What follows belongs to an exercise in optimizing a design on an open flow for small area; a production flow would make more cautious choices. In this exercise RTL edits were held to simulation tests only and were not proved equivalent to the original.

## fme
module fme(
	clock, reset, enable, best_sad_ime,
	in_0, in_1, in_2, in_3, in_4, in_5, in_6, in_7, in_8, in_9, in_10, in_11, in_12, in_13, in_14, in_15,
	original_0, original_1, original_2, original_3, original_4, original_5, original_6, original_7,
	lambda_r_SAD_0, lambda_r_SAD_1, lambda_r_SAD_2, lambda_r_SAD_3, lambda_r_SAD_4, lambda_r_SAD_5,
	address_best_sad, best_sad);
input clock, reset, enable;
input [16:0] best_sad_ime;
input [7:0] in_0, in_1, in_2, in_3, in_4, in_5, in_6, in_7, in_8, in_9, in_10, in_11, in_12, in_13, in_14, in_15;
input [7:0] original_0, original_1, original_2, original_3, original_4, original_5, original_6, original_7;
input [15:0] lambda_r_SAD_0, lambda_r_SAD_1, lambda_r_SAD_2, lambda_r_SAD_3, lambda_r_SAD_4, lambda_r_SAD_5;
output [5:0] address_best_sad;
output [16:0] best_sad;
reg [5:0] cnt;
wire [5:0] n = reset ? 6'd0 : ((cnt != 6'd0 || enable) ? ((cnt == 6'd63) ? 6'd63 : cnt + 6'd1) : 6'd0);
reg c_rload;
reg c_oload;
reg c_hsel;
reg c_tsel;
reg c_g1;
reg c_otA;
reg c_otB;
reg c_otC;
reg c_otg;
reg c_bv00;
reg c_bf00;
reg c_bl00;
reg c_bv01;
reg c_bf01;
reg c_bp01;
reg c_bv10;
reg c_bf10;
reg c_bv11;
reg c_bf11;
reg c_bl11;
reg c_park;
reg c_e7;
reg c_g0v0;
reg c_g0v1;
reg c_g0v2;
reg c_lr;
reg c_ev15;
reg c_ev27;
reg c_ev28;
reg c_ev31;
reg c_ev36;
reg c_ev37;
reg c_ev45;
reg c_ev49;
reg c_ev53;
reg c_ev54;
always @(posedge clock) begin
	cnt <= n;
	c_rload <= (n >= 6'd1 && n <= 6'd16);
	c_oload <= (n >= 6'd6 && n <= 6'd13);
	c_hsel <= (n >= 6'd18 && n <= 6'd33);
	c_tsel <= (n >= 6'd34);
	c_g1 <= (n >= 6'd35 && n <= 6'd43);
	c_otA <= (n <= 6'd35);
	c_otB <= (n >= 6'd36 && n <= 6'd44);
	c_otC <= (n >= 6'd45);
	c_otg <= (n >= 6'd40);
	c_bv00 <= ((n >= 6'd11 && n <= 6'd18) || (n >= 6'd27 && n <= 6'd34) || (n >= 6'd36 && n <= 6'd43) || (n >= 6'd45 && n <= 6'd52));
	c_bf00 <= ((n == 6'd11) || (n == 6'd27) || (n == 6'd36) || (n == 6'd45));
	c_bl00 <= (n == 6'd45);
	c_bv01 <= ((n >= 6'd12 && n <= 6'd19) || (n >= 6'd28 && n <= 6'd35) || (n >= 6'd37 && n <= 6'd44) || (n >= 6'd46 && n <= 6'd53));
	c_bf01 <= ((n == 6'd12) || (n == 6'd28) || (n == 6'd37));
	c_bp01 <= (n == 6'd45);
  ...
Size: about 0.26 mm^2 of cells after synthesis.
==> flow/config.mk <==
export PLATFORM = sky130hd
export DESIGN_NAME = fme
export DESIGN_NICKNAME = fme
export VERILOG_FILES = /design/flow/design.v
export SDC_FILE = /design/flow/constraint.sdc
export NUM_CORES = 8
export LEC_CHECK = 0
export CAP_MARGIN = 20
export CORE_MARGIN = 2
export CORE_UTILIZATION = 65
export CTS_BUF_LIST = sky130_fd_sc_hd__clkbuf_8 sky130_fd_sc_hd__clkbuf_16
export CTS_CLUSTER_DIAMETER = 80
export CTS_CLUSTER_SIZE = 28
export SETUP_SLACK_MARGIN = 0.2
export SLEW_MARGIN = 20
export SYNTH_HIERARCHICAL = 1
export SYNTH_MINIMUM_KEEP_SIZE = 0
==> flow/constraint.sdc <==
create_clock -name core_clock -period 12.5 [get_ports {clock}]
set_input_delay 2.5000 -clock core_clock [delete_from_list [all_inputs] [get_ports {clock}]]
set_output_delay 2.5000 -clock core_clock [all_outputs]
set_load 0.01 [all_outputs]
run.sh (not shown) runs the stock make flow with config.mk's settings and CLKGATE_MAP_FILE= SYNTH_SCRIPT=/design/flow/synth_recipe.tcl, a recipe that flattens the netlist after the stock synthesis.
The baseline ran to the end with no violations.
Then changed:
--- a/flow/config.mk
+++ b/flow/config.mk
@@ -12,3 +12,4 @@
-export CTS_CLUSTER_DIAMETER = 80
-export CTS_CLUSTER_SIZE = 28
-export SETUP_SLACK_MARGIN = 0.2
+export CTS_CLUSTER_DIAMETER = 75
+export CTS_CLUSTER_SIZE = 25
+export GPL_TIMING_DRIVEN = 0
+export SETUP_SLACK_MARGIN = 0
Effect: Global-route usage rises by 0.52 points. Non-clock buffer count rises by 422. Worst hold slack barely changes. Fmax falls by 8.0%. Setup slack gets worse by 0.93 ns. First-iteration DRC count falls by 9.1%. Clock-buffer cell count rises by 29.
Then changed:
--- a/flow/config.mk
+++ b/flow/config.mk
@@ -10 +10 @@
-export CORE_UTILIZATION = 65
+export CORE_UTILIZATION = 70
@@ -12,4 +12,3 @@
-export CTS_CLUSTER_DIAMETER = 75
-export CTS_CLUSTER_SIZE = 25
-export GPL_TIMING_DRIVEN = 0
-export SETUP_SLACK_MARGIN = 0
+export CTS_CLUSTER_DIAMETER = 60
+export CTS_CLUSTER_SIZE = 16
+export SETUP_SLACK_MARGIN = 0.2
Result:
- die area drops by 7.1%
- via count climbs by 2.4%
Then changed:
--- a/flow/config.mk
+++ b/flow/config.mk
@@ -10 +10 @@
-export CORE_UTILIZATION = 70
+export CORE_UTILIZATION = 65
@@ -12,2 +12,2 @@
-export CTS_CLUSTER_DIAMETER = 60
-export CTS_CLUSTER_SIZE = 16
+export CTS_CLUSTER_DIAMETER = 70
+export CTS_CLUSTER_SIZE = 22
Cell area falls slightly.
Critical path depth fell by 7.
Global-route usage is lower by 3.9 points.

---

Another version of the RTL of fme (not shown whole).
For scale: about 19000 cells after synthesis, roughly 330 I/O pins.
make LEC_CHECK=0 CAP_MARGIN=20 CORE_MARGIN=2 CORE_UTILIZATION=65 CTS_BUF_LIST='sky130_fd_sc_hd__clkbuf_8 sky130_fd_sc_hd__clkbuf_16' CTS_CLUSTER_DIAMETER=76 CTS_CLUSTER_SIZE=26 SETUP_SLACK_MARGIN=0.2 SLEW_MARGIN=20 SYNTH_HIERARCHICAL=1 SYNTH_MINIMUM_KEEP_SIZE=0 finish   # period 12.5 ns
Rerun with:
CTS_CLUSTER_DIAMETER = 70   (was 76)
CTS_CLUSTER_SIZE = 22   (was 26)
Result: First-iteration DRC count rises slightly. Cell area is higher slightly. Wire length rises slightly.

---

green:
fme, a different RTL version from the one above (not shown whole).
Size in the first run: roughly 19000 cells after synthesis, about 330 I/O pins, ~260000 µm² of cells after synthesis.
## fme
module fme(
	clock, reset, enable, best_sad_ime,
	in_0, in_1, in_2, in_3, in_4, in_5, in_6, in_7, in_8, in_9, in_10, in_11, in_12, in_13, in_14, in_15,
	original_0, original_1, original_2, original_3, original_4, original_5, original_6, original_7,
	lambda_r_SAD_0, lambda_r_SAD_1, lambda_r_SAD_2, lambda_r_SAD_3, lambda_r_SAD_4, lambda_r_SAD_5,
	address_best_sad, best_sad);
make LEC_CHECK=0 CAP_MARGIN=20 CORE_MARGIN=2 CORE_UTILIZATION=65 CTS_BUF_LIST='sky130_fd_sc_hd__clkbuf_8 sky130_fd_sc_hd__clkbuf_16' CTS_CLUSTER_DIAMETER=76 CTS_CLUSTER_SIZE=26 SETUP_SLACK_MARGIN=0.2 SLEW_MARGIN=20 SYNTH_HIERARCHICAL=1 SYNTH_MINIMUM_KEEP_SIZE=0 finish   # period 12.5 ns
Changes in red relative to green:
Settings: a change of CTS_CLUSTER_DIAMETER from 76 to 70; a change of CTS_CLUSTER_SIZE from 26 to 22.
## What came out
Between red and green, it is red whose met2 layer wire length in the routed design is higher, by 6.4 mm.
Overall track demand over capacity in global routing ends up lower on green.
Via count was lower in green than in red.
red: full flow OK, the timing, DRC and antenna checks passed
~same net count of the finished layout in red and green

[re-timing with driven ports]
In the flow no input, the clock included, has a driving cell. The finished layouts below were timed again as built, in two steps. Step 1 assumes that a clkbuf_16 drives the clock port and a buf_2 every other input. Step 2 also shifts input and output timing later by t, the mid clock arrival at the registers, as if the neighbouring blocks saw the same clock. Slacks: ideal ports / drivers / drivers and shift; pairs: ideal ports / drivers.
run	t (ns)	slack for setup (ns)	worst hold slack (ns)	worst setup path at the end	worst slew at a driven data input, ns
the first run of note 1	1.100	1.702 / 1.702 / 1.702	0.295 / 0.295 / 0.295	register to register	0.10
the second run of note 1	1.119	0.768 / 0.768 / 0.768	0.295 / 0.295 / 0.295	register to register	0.11
the third run of note 1	1.099	1.757 / 1.757 / 1.757	0.301 / 0.301 / 0.301	register to register	0.07
the fourth run of note 1	1.080	1.667 / 1.667 / 1.667	0.278 / 0.278 / 0.278	register to register	0.11
the first run of note 2	1.093	0.937 / 0.937 / 0.937	0.279 / 0.279 / 0.279	register to register	0.15
the second run of note 2	1.095	0.907 / 0.907 / 0.907	0.300 / 0.300 / 0.300	register to register	0.15
green	1.133	0.886 / 0.886 / 0.886	0.273 / 0.273 / 0.273	register to register	0.13
red	1.117	1.049 / 1.049 / 1.049	0.303 / 0.303 / 0.303	register to register	0.13
After both steps every run listed still meets setup and hold.
